Context: an optimization exercise on an open-source flow, tuned for small area, a short achievable clock period and few clock cycles. The choices shown serve that exercise and are no tape-out recipe.
Only simulation tests tie the RTL to the original design; equivalence was not proved.
Power is estimated from default activity; no workload was simulated.

File: design/flow/run.sh
#!/bin/bash
# synth_recipe.tcl (not shown) runs the flow's synth.tcl, then flattens the netlist and writes it again
# the make line also repeats each setting of config.mk as NAME=value (left out here)
make -C /OpenROAD-flow-scripts/flow DESIGN_CONFIG=/design/flow/config.mk WORK_HOME=/design/flow/orfs CLKGATE_MAP_FILE= SYNTH_SCRIPT=/design/flow/synth_recipe.tcl finish
File: design/flow/constraint.sdc
create_clock -name core_clock -period 32.0 [get_ports {wire_clock}]
set_input_delay 6.4000 -clock core_clock [delete_from_list [all_inputs] [get_ports {wire_clock}]]
set_output_delay 6.4000 -clock core_clock [all_outputs]
set_load 0.01 [all_outputs]
File: design/flow/config.mk
export PLATFORM = sky130hd
export DESIGN_NAME = cpu_v
export DESIGN_NICKNAME = cpu_v
export VERILOG_FILES = /design/flow/design.v
export SDC_FILE = /design/flow/constraint.sdc
export NUM_CORES = 4
export LEC_CHECK = 0
export CAP_MARGIN = 20
export CORE_MARGIN = 2
export CORE_UTILIZATION = 40
export SLEW_MARGIN = 20
File: design/flow/design.v
module alu_v(wire_clock, wire_reset, enable_alu, m2, m3, m4, opCode, FR_in, FR_out, useCarry, flagToShifthAndRot, dec);
   input  wire         wire_clock;
   input  wire         wire_reset;
   input  wire         enable_alu;
   output reg  [15:0]  m2;
   input  wire [15:0]  m3;
   input  wire [15:0]  m4;
   input  wire [5:0]   opCode;
   input  wire [15:0]  FR_in;
   output reg  [15:0]  FR_out;
   input  wire         useCarry;
   input  wire [2:0]   flagToShifthAndRot;
   input  wire         dec;
   reg [15:0]  m2_next;
   reg [15:0]  FR_next;
   reg         m2_we;
   reg [31:0]  temp;
   reg [15:0]  m3c;
   wire        cin = useCarry & FR_out[11];
   always @* begin
      m2_next = m2;
      FR_next = FR_out;
      m2_we   = 1'b0;
      temp    = 32'h00000000;
      m3c     = 16'h0000;
      casez(opCode)
        6'b000110: begin
           FR_next = FR_in;
        end
        6'b100000: begin
           temp = {16'h0000, m3} + {16'h0000, m4} + {31'h0, cin};
           FR_next[11] = (temp > 32'h0000ffff);
           m2_next = temp[15:0];
           m2_we = 1'b1;
           FR_next[12] = (temp[15:0] == 16'h0000);
        end
        6'b100001: begin
           temp = {16'h0000, m3} - {16'h0000, m4} + {31'h0, cin};
           m3c = m3 + {15'h0000, cin};
           m2_we = 1'b1;
           if(m4 > m3c) begin
              FR_next[6] = 1'b1;
              m2_next = 16'h0000;
           end
           else begin
              FR_next[6] = 1'b0;
              m2_next = temp[15:0];
           end
           FR_next[12] = (temp[15:0] == 16'h0000);
        end
        6'b100010: begin
           temp = m3 * m4;
           m2_next = temp[15:0];
           m2_we = 1'b1;
           FR_next[10] = (temp > 32'h0000ffff);
           FR_next[12] = (temp[15:0] == 16'h0000);
        end
        6'b100011: begin
           m2_we = 1'b1;
           if(m4 == 16'h0000) begin
              FR_next[9] = 1'b1;
              m2_next = 16'h0000;
           end
           else begin
              FR_next[9] = 1'b0;
              m2_next = m3 / m4;
           end
           FR_next[12] = (m2_next == 16'h0000);
        end
        6'b100101: begin
           m2_we = 1'b1;
           if(m4 == 16'h0000) begin
              FR_next[9] = 1'b1;
              m2_next = 16'h0000;
           end
           else begin
              FR_next[9] = 1'b0;
              m2_next = m3 % m4;
           end
           FR_next[12] = (m2_next == 16'h0000);
        end
        6'b100100: begin
           m2_we = 1'b1;
           if(dec == 1'b0) begin
              m2_next = m3 + 16'h0001;
              FR_next[12] = 1'b0;
           end
           else begin
              m2_next = m3 - 16'h0001;
              FR_next[12] = (m2_next == 16'h0000);
           end
        end
        6'b010110: begin
           if(m3 == m4) FR_next[15:13] = 3'b001;
           if(m3 <  m4) FR_next[15:13] = 3'b010;
           if(m3 >  m4) FR_next[15:13] = 3'b100;
        end
        6'b010010: begin
           m2_next = m3 & m4;
           m2_we = 1'b1;
           if(m2_next == 16'h0000) FR_next[12] = 1'b1;
        end
        6'b010011: begin
           m2_next = m3 | m4;
           m2_we = 1'b1;
           if(m2_next == 16'h0000) FR_next[12] = 1'b1;
        end
        6'b010100: begin
           m2_next = m3 ^ m4;
           m2_we = 1'b1;
           if(m2_next == 16'h0000) FR_next[12] = 1'b1;
        end
        6'b010101: begin
           m2_next = ~m3;
           m2_we = 1'b1;
           if(m2_next == 16'h0000) FR_next[12] = 1'b1;
        end
        6'b010000: begin
           m2_we = 1'b1;
           casez(flagToShifthAndRot)
             3'b10?: m2_next = ((m3 << m4) & 16'hffff) | (m3 >> (16'h000f - m4));
             3'b11?: m2_next = ((m3 >> (16'h0010 - m4)) | (m3 << m4)) & 16'hffff;
             3'b00?: m2_next = m3 << m4;
             default: m2_next = m3 >> m4;
           endcase
        end
        default: begin
        end
      endcase
   end
   always @(posedge wire_clock) begin
      if(wire_reset) begin
         FR_out <= 16'h0000;
      end
      else if(enable_alu) begin
         FR_out <= FR_next;
         if(m2_we) m2 <= m2_next;
      end
   end
endmodule
module control_unit_v(wire_clock, wire_reset, bus_RAM_DATA_IN, bus_RAM_DATA_OUT, bus_RAM_ADDRESS, wire_RW, bus_keyboard, videoflag, bus_vga_pos, bus_vga_char, enable_alu, FR_in_at_control, FR_out_at_control, opcode, useCarry, flagToShifthAndRot, useDec, m2, m3, m4, data_debug, led);
   input  wire        wire_clock;
   input  wire        wire_reset;
   input  wire [15:0] bus_RAM_DATA_IN;
   output reg  [15:0] bus_RAM_DATA_OUT;
   output reg  [15:0] bus_RAM_ADDRESS;
   output reg         wire_RW;
   input  wire [7:0]  bus_keyboard;
   output reg         videoflag;
   output reg  [15:0] bus_vga_pos;
   output reg  [15:0] bus_vga_char;
   output reg         enable_alu;
   input  wire [15:0] FR_in_at_control;
   output reg  [15:0] FR_out_at_control;
   output reg  [5:0]  opcode;
   output reg         useCarry;
   output reg  [2:0]  flagToShifthAndRot;
   output reg         useDec;
   input  wire [15:0] m2;
   output reg  [15:0] m3;
   output reg  [15:0] m4;
   output wire [15:0] data_debug;
   output wire [15:0] led;
   reg [2:0]   stage;
   reg         processing_instruction;
   reg [15:0]  IR;
   reg [15:0]  PC;
   reg [15:0]  Rn [0:7];
   reg [15:0]  END;
   reg [15:0]  SP;
   assign led = 16'h0000;
   assign data_debug = 16'h0000;
   wire [2:0]  ra = IR[9:7];
   wire [2:0]  rb = IR[6:4];
   wire [2:0]  rc = IR[3:1];
   wire [15:0] FR = FR_in_at_control;
   reg cond;
   always @* begin
      case(IR[9:6])
        4'b0000: cond = 1'b1;
        4'b0001: cond = FR[13];
        4'b0010: cond = ~FR[13];
        4'b0011: cond = FR[12];
        4'b0100: cond = ~FR[12];
        4'b0101: cond = FR[11];
        4'b0110: cond = ~FR[11];
        4'b0111: cond = FR[15];
        4'b1000: cond = FR[14];
        4'b1001: cond = FR[15] | FR[13];
        4'b1010: cond = FR[14] | FR[13];
        4'b1011: cond = FR[10];
        4'b1100: cond = ~FR[10];
        4'b1101: cond = FR[6];
        4'b1110: cond = FR[9];
        default: cond = 1'b0;
      endcase
   end
   always @(posedge wire_clock) begin
      if(wire_reset) begin
         wire_RW <= 1'b0;
         PC <= 16'h0000;
         SP <= 16'h7ffc;
         videoflag <= 1'b0;
         enable_alu <= 1'b0;
         Rn[1] <= 16'h0121;
         Rn[3] <= 16'h0241;
         stage <= 3'd1;
         processing_instruction <= 1'b0;
      end
      else begin
         stage <= stage + 3'd1;
         enable_alu <= 1'b0;
         if(processing_instruction == 1'b0) begin
            case(stage)
              3'd1: begin
                 bus_RAM_ADDRESS <= PC;
              end
              3'd2: begin
                 processing_instruction <= 1'b1;
                 IR <= bus_RAM_DATA_IN;
                 PC <= PC + 16'h0001;
                 stage <= 3'd1;
              end
              default: ;
            endcase
         end
         else begin
            casez(IR)
              16'b110000??????????: begin
                 case(stage)
                   3'd1: bus_RAM_ADDRESS <= PC;
                   3'd2: END <= bus_RAM_DATA_IN;
                   3'd3: bus_RAM_ADDRESS <= END;
                   3'd4: begin
                      PC <= PC + 16'h0001;
                      Rn[ra] <= bus_RAM_DATA_IN;
                      processing_instruction <= 1'b0;
                      stage <= 3'd1;
                   end
                   default: ;
                 endcase
              end
              16'b110001??????????: begin
                 case(stage)
                   3'd1: bus_RAM_ADDRESS <= PC;
                   3'd2: END <= bus_RAM_DATA_IN;
                   3'd3: bus_RAM_ADDRESS <= END;
                   3'd4: begin
                      wire_RW <= 1'b1;
                      bus_RAM_DATA_OUT <= Rn[ra];
                   end
                   3'd5: begin
                      PC <= PC + 16'h0001;
                      wire_RW <= 1'b0;
                      processing_instruction <= 1'b0;
                      stage <= 3'd1;
                   end
                   default: ;
                 endcase
              end
              16'b111101??????????: begin
                 case(stage)
                   3'd1: bus_RAM_ADDRESS <= Rn[ra];
                   3'd2: begin
                      wire_RW <= 1'b1;
                      bus_RAM_DATA_OUT <= Rn[rb];
                   end
                   3'd3: begin
                      wire_RW <= 1'b0;
                      processing_instruction <= 1'b0;
                      stage <= 3'd1;
                   end
                   default: ;
                 endcase
              end
              16'b111100??????????: begin
                 case(stage)
                   3'd1: bus_RAM_ADDRESS <= Rn[rb];
                   3'd2: begin
                      Rn[ra] <= bus_RAM_DATA_IN;
                      processing_instruction <= 1'b0;
                      stage <= 3'd1;
                   end
                   default: ;
                 endcase
              end
              16'b111000??????????: begin
                 case(stage)
                   3'd1: bus_RAM_ADDRESS <= PC;
                   3'd2: begin
                      Rn[ra] <= bus_RAM_DATA_IN;
                      PC <= PC + 16'h0001;
                      processing_instruction <= 1'b0;
                      stage <= 3'd1;
                   end
                   default: ;
                 endcase
              end
              16'b110011??????????: begin
                 case(stage)
                   3'd1: begin
                      casez(IR[1:0])
                        2'b?0: Rn[ra] <= Rn[rb];
                        2'b01: Rn[ra] <= SP;
                        2'b11: SP <= Rn[ra];
                      endcase
                   end
                   3'd2: begin
                      processing_instruction <= 1'b0;
                      stage <= 3'd1;
                   end
                   default: ;
                 endcase
              end
              16'b110010??????????: begin
                 case(stage)
                   3'd1: begin
                      bus_vga_pos <= Rn[rb];
                      bus_vga_char <= Rn[ra];
                   end
                   3'd2: begin
                      if(bus_vga_char[11:8] == 4'h0)
                        bus_vga_char <= Rn[ra] + 16'h0f00;
                      else if(bus_vga_char[11:8] == 4'hf)
                        bus_vga_char <= Rn[ra] - 16'h0f00;
                   end
                   3'd3: videoflag <= 1'b1;
                   3'd4: videoflag <= 1'b0;
                   3'd5: begin
                      processing_instruction <= 1'b0;
                      stage <= 3'd1;
                   end
                   default: ;
                 endcase
              end
              16'b110101??????????: begin
                 case(stage)
                   3'd1: Rn[ra] <= {8'h00, bus_keyboard};
                   3'd2: begin
                      processing_instruction <= 1'b0;
                      stage <= 3'd1;
                   end
                   default: ;
                 endcase
              end
              16'b000101??????????: begin
                 case(stage)
                   3'd1: bus_RAM_ADDRESS <= SP;
                   3'd2: begin
                      wire_RW <= 1'b1;
                      if(IR[6] == 1'b0)
                        bus_RAM_DATA_OUT <= Rn[ra];
                      else
                        bus_RAM_DATA_OUT <= FR;
                   end
                   3'd3: begin
                      wire_RW <= 1'b0;
                      processing_instruction <= 1'b0;
                      stage <= 3'd1;
                      SP <= SP - 16'h0001;
                   end
                   default: ;
                 endcase
              end
              16'b000110??????????: begin
                 case(stage)
                   3'd1: SP <= SP + 16'h0001;
                   3'd2: bus_RAM_ADDRESS <= SP;
                   3'd3: begin
                      if(IR[6] == 1'b0) begin
                         Rn[ra] <= bus_RAM_DATA_IN;
                      end
                      else begin
                         FR_out_at_control <= bus_RAM_DATA_IN;
                         opcode <= IR[15:10];
                         enable_alu <= 1'b1;
                      end
                   end
                   3'd6: begin
                      processing_instruction <= 1'b0;
                      stage <= 3'd1;
                   end
                   default: ;
                 endcase
              end
              16'b000100??????????: begin
                 case(stage)
                   3'd1: SP <= SP + 16'h0001;
                   3'd2: bus_RAM_ADDRESS <= SP;
                   3'd3: PC <= bus_RAM_DATA_IN;
                   3'd4: begin
                      PC <= PC + 16'h0001;
                      processing_instruction <= 1'b0;
                      stage <= 3'd1;
                   end
                   default: ;
                 endcase
              end
              16'b100000??????????, 16'b100001??????????, 16'b100010??????????,
              16'b100011??????????, 16'b100101??????????, 16'b010010??????????,
              16'b010011??????????, 16'b010100??????????, 16'b010101??????????,
              16'b100100??????????, 16'b010110??????????, 16'b010000??????????: begin
                 case(stage)
                   3'd1: begin
                      opcode <= IR[15:10];
                      enable_alu <= 1'b1;
                      casez(IR[15:10])
                        6'b100100: begin
                           m3 <= Rn[ra];
                           useDec <= IR[6];
                        end
                        6'b010110: begin
                           m3 <= Rn[ra];
                           m4 <= Rn[rb];
                        end
                        6'b010101: begin
                           m3 <= Rn[rb];
                        end
                        6'b010000: begin
                           m3 <= Rn[ra];
                           m4 <= {12'h000, IR[3:0]};
                           flagToShifthAndRot <= IR[6:4];
                        end
                        6'b10000?: begin
                           m3 <= Rn[rb];
                           m4 <= Rn[rc];
                           useCarry <= IR[0];
                        end
                        default: begin
                           m3 <= Rn[rb];
                           m4 <= Rn[rc];
                        end
                      endcase
                   end
                   3'd6: begin
                      if(IR[15:10] == 6'b010110)
                        bus_vga_char <= FR;
                      else
                        Rn[ra] <= m2;
                      if(IR[15:10] == 6'b010100)
                        bus_vga_char <= m2;
                      processing_instruction <= 1'b0;
                      stage <= 3'd1;
                   end
                   default: ;
                 endcase
              end
              16'b000010??????????: begin
                 case(stage)
                   3'd1: bus_RAM_ADDRESS <= PC;
                   3'd2: if(cond) PC <= bus_RAM_DATA_IN - 16'h0001;
                   3'd3: PC <= PC + 16'h0001;
                   3'd4: begin
                      processing_instruction <= 1'b0;
                      stage <= 3'd1;
                   end
                   default: ;
                 endcase
              end
              16'b000011??????????: begin
                 case(stage)
                   3'd1: bus_RAM_ADDRESS <= SP;
                   3'd2: begin
                      wire_RW <= 1'b1;
                      bus_RAM_DATA_OUT <= PC;
                   end
                   3'd3: wire_RW <= 1'b0;
                   3'd4: bus_RAM_ADDRESS <= PC;
                   3'd5: begin
                      if(cond) begin
                         PC <= bus_RAM_DATA_IN - 16'h0001;
                         SP <= SP - 16'h0001;
                      end
                   end
                   3'd6: PC <= PC + 16'h0001;
                   3'd7: begin
                      processing_instruction <= 1'b0;
                      stage <= 3'd1;
                   end
                   default: ;
                 endcase
              end
              default: begin
                 wire_RW <= 1'b0;
                 processing_instruction <= 1'b0;
                 stage <= 3'd1;
              end
            endcase
         end
      end
   end
endmodule
module  cpu_v(wire_clock, wire_reset, bus_RAM_DATA_IN,bus_RAM_DATA_OUT,bus_RAM_ADDRESS,wire_RW, bus_keyboard, videoflag, bus_vga_pos, bus_vga_char,data_debug, led);
   input wire         wire_clock;
   input wire         wire_reset;
   input wire [15:0]  bus_RAM_DATA_IN;
   output wire [15:0]  bus_RAM_DATA_OUT;
   output wire [15:0]  bus_RAM_ADDRESS;
   output wire         wire_RW;
   input  wire [7:0]  bus_keyboard;
   output wire         videoflag;
   output wire [15:0]  bus_vga_pos;
   output wire [15:0]  bus_vga_char;
   output wire [15:0]  data_debug;
   output wire [15:0]  led;
   wire [15:0]         m2;
   wire [15:0]         m3;
   wire [15:0]         m4;
   wire                enable_alu;
   wire [5:0]          opCode;
   wire                useCarry;
   wire                useDec;
   wire [15:0]         FR_in_at_control;
   wire [15:0]         FR_out_at_control;
   wire [2:0]          flagToShifthAndRot;
   alu_v alu_v_dut(wire_clock,wire_reset,enable_alu,m2,m3,m4,opCode,FR_out_at_control,FR_in_at_control,useCarry,flagToShifthAndRot,useDec);
   control_unit_v control_v_dut(wire_clock, wire_reset, bus_RAM_DATA_IN,bus_RAM_DATA_OUT,bus_RAM_ADDRESS,wire_RW, bus_keyboard, videoflag, bus_vga_pos, bus_vga_char,enable_alu,FR_in_at_control,FR_out_at_control,opCode,useCarry,flagToShifthAndRot,useDec,m2,m3,m4,data_debug, led);
endmodule
==> results.json <==
{
  "yosys.area.top_type_share_pct": 19.26,
  "hold_viol": 0,
  "cp_max_fo": 30,
  "critPathLaunchType": "flop",
  "utilization_pct": 44.24,
  "ios": 124,
  "grt_max_degree": 46,
  "maxCapViolCount": 0,
  "grt_usage_pct": 32.26,
  "cts_root_buffer": "clkbuf_16",
  "holdBufCountCts": 0,
  "setup_viol_count_final": 0,
  "port_buffers": 91,
  "core_region_area_mm2": 0.1090,
  "synth-edff-count": 282,
  "cp-startpoint": "control_v_dut.m4[12]",
  "synth_top_area_cell": "edfxtp_1",
  "clk_latency_ps": 610,
  "top_usage_layer": "met2",
  "skew_ps": 42.84,
  "worstPathArrival_ps": 30410,
  "drc": 0,
  "period_share_pct": 93.98,
  "hold_class": "flop to flop",
  "powerDensity_mw_per_mm2": 33.41,
  "antenna_found_initial": 6,
  "reg2reg_depth": 117,
  "critPathKind": "flop to flop",
  "grt_pass1_vias": 40050,
  "yosys.cell_types.count": 96,
  "syn_avg_cell_area_um2": 8.568,
  "ys_seq_area_share_pct": 22.90,
  "p_leak_nw": 19.79,
  "cts_max_level": 2,
  "async_flop_share_pct": 0,
  "yosysMostFrequentCell": "nor2_1",
  "clk_path_buf_depth": 3,
  "cpMaxStageDelayCell": "nor4_2",
  "r2r-start": "control_v_dut.m4[12]",
  "max_slew_margin_pct": 17.73,
  "layout.cells.non_filler": 6564,
  "start_util_pct": 40.34,
  "dpl_cell_area_mm2": 0.04666,
  "area_growth_pct": 9.681,
  "timing.hold.ws_ps": 455.2,
  "use_met2_pct": 50.33,
  "finalWorstPathRequiredPeriod_ps": 30070,
  "synth.top_cells.by_area": "edfxtp_1 (19%), ha_1 (10%), fa_1 (9.4%), mux4_2 (5.3%), nor2_1 (4.8%)",
  "synth_seq_cells": 362,
  "totalWireLength_mm": 186.4,
  "cp-end-kind": "flop",
  "fin_tns_setup_ps": 0,
  "path_clk_slew_ps": 70,
  "met1_usage_pct": 41.67,
  "cts_tree": "yes",
  "status": "finished clean",
  "ant_nets": 0,
  "endpoint": "alu_v_dut.m2[15]",
  "critPathMostFrequentCell": "ha_1",
  "finalMaxSlewViolations": 0,
  "dr.pass1.iters": 7,
  "cts_made_buffers": 41,
  "grt_pass1_wl_mm": 270.6,
  "gp_congestion": 1.066,
  "final_net_count": 5709,
  "cp_slowest_stage_delay_ps": 680,
  "fin_area_mm2": 0.04823,
  "r2r_setup_slack_ps": 1930,
  "wl_per_cell_um": 28.39,
  "yosysWarnings": 2,
  "clock.fmax_mhz": 33.25,
  "largest_reg_flops": 128,
  "row_count": 121,
  "ys.flop_type": "edfxtp_1",
  "dp_hpwl_mm": 138.0,
  "synth_area_mm2": 0.04397,
  "pre_cts_ws_ps": 826.9,
  "power.total_mw": 1.611,
  "reg2reg_to": "alu_v_dut.m2[15]",
  "grt_use_met3_pct": 6.122,
  "die_area_mm2": 0.1126,
  "tightest_slew_ps": 1221,
  "path_delay_family": "compound AO/OA/AOI/OAI gates",
  "peakVddDrop_mv": 0.03881,
  "overflow": 0,
  "regMostFlops": "control_v_dut.Rn",
  "die_h_um": 335.5,
  "place_inst": 6480,
  "via_per_inst": 6.473,
  "drtIter0Drc": 5367,
  "syn_inst": 5132,
  "cts_sinks": 362,
  "setup_ws_ps": 1926,
  "worst-path-buf-inv": 10,
  "required_ps": 32340,
  "drive_gt1_share_pct": 9.169,
  "yosys-top-cells-count": "nor2_1 (561), nand2_1 (479), inv_1 (371), ha_1 (361), a21oi_1 (355)",
  "cp.depth": 117,
  "via_count": 42490,
  "die_w_um": 335.5
}
[timing repair]
action,CTS,global route
endpoints found under the hold margin,0,0
endpoints found under the setup margin,0,17
gates resized for setup,0,16
buffers inserted,0,4
[worst register-to-register path: cells and delay by family, from the launching register on]
family	cells	cell delay, ps
AND/OR/NAND/NOR	25	5970
adder cells (fa/ha/maj)	15	4690
multiplexers	5	1930
AO/OA/AOI/OAI	62	15220
flip-flops	1	590
buffers and inverters	10	1380
[cells in the final DEF (no fill, tap or decap), types with 34 or more instances in the layout]
master,count
or3_1,35
mux4_2,104
nor4_1,34
and3_1,44
nor2_1,557
nor3_1,112
o221ai_1,46
a22oi_1,37
o21ai_0,262
inv_1,370
clkbuf_16,41
xnor2_1,157
nor2b_1,39
ha_1,361
a211oi_1,74
a21oi_1,352
nand3_1,109
o211ai_1,58
xor2_1,69
nand2_1,477
clkdlybuf4s50_1,90
edfxtp_1,282
mux2i_1,124
dfxtp_1,77
nand2b_1,42
o21a_1,55
nand4_1,39
buf_4,169
o22ai_1,50
fa_1,207
a21o_1,66
a31oi_1,51
[cell type report]
class / count / area (µm²)
fillers: 10790 / 60780
diodes: 2 / 5.005
flip-flops and latches: 362 / 10070
clock inverters: 26 / 362.8
multi-input cells: 4072 / 31350
repair buffers: 260 / 2175
clock buffers: 50 / 1070
well taps: 1414 / 1769
inverters: 378 / 1419
[worst min path at each step]
stage	start	end	slack, ps	cells past startpoint
2_1_floorplan	control_v_dut.stage[0]	control_v_dut.stage[0]	400	1
3_3_place_gp	control_v_dut.stage[0]	control_v_dut.stage[0]	440	1
3_5_place_dp	control_v_dut.stage[0]	control_v_dut.stage[0]	440	1
4_1_cts	control_v_dut.stage[0]	control_v_dut.stage[0]	460	1
5_1_grt	control_v_dut.stage[0]	control_v_dut.stage[0]	480	1
6_report	control_v_dut.stage[0]	control_v_dut.stage[0]	460	1
[power by group]
| part | leakage, nW | total (mW) | switching, mW | internal [mW] |
|---|---|---|---|---|
| Clock | 0.693 | 0.509 | 0.217 | 0.292 |
| Sequential | 3.48 | 0.552 | 0.0255 | 0.526 |
| Combinational | 15.6 | 0.550 | 0.347 | 0.203 |
[per-layer routing]
metal	share of wire (%)	wire, µm
met5	0.029	54
met2	44	81710
met1	39	72440
met4	7.2	13400
met3	10	18760
[kinds of logic (layout without fill, tap and decap cells)]
| logic type | count (synthesis) | after routing | share of synthesized area (%) |
|---|---|---|---|
| compound gates | 1353 | 1353 | 20.30 |
| mux | 262 | 262 | 9.027 |
| fa+ha+maj | 568 | 568 | 19.70 |
| xor+xnor | 227 | 227 | 4.522 |
| other cells | 1 | 34 | 0.008529 |
| buf+inv | 729 | 714 | 6.531 |
| simple gates | 1630 | 1630 | 17.01 |
| flops | 362 | 362 | 22.90 |
Testbench counts, summed over its fixed seeds: cycles 417,741.

## separate check: timing with driven ports
No port has a modelled driver above. Below, the same layout with a new extraction and two added sets of constraints. Step 1: set_driving_cell puts a clkbuf_16 on wire_clock and a buf_2 on each other input, an assumption about the parent block. Step 2, shift: input delay + t, output delay - t, t = (earliest + latest rising clock arrival at the registers) / 2. This alone moves slack from input paths to output paths. a / b / c = no drivers / after step 1 / after step 2; a / b = the first two.
shift t [ns]: 0.653
slack for setup (ns): 1.926 / 1.926 / 1.926
worst register clock-pin slew, ns: 0.08 / 0.08
After both steps setup and hold are still met in this run. For this run, drivers alone change the setup slack by 0.000 ns; drivers and shift together by 0.000 ns.
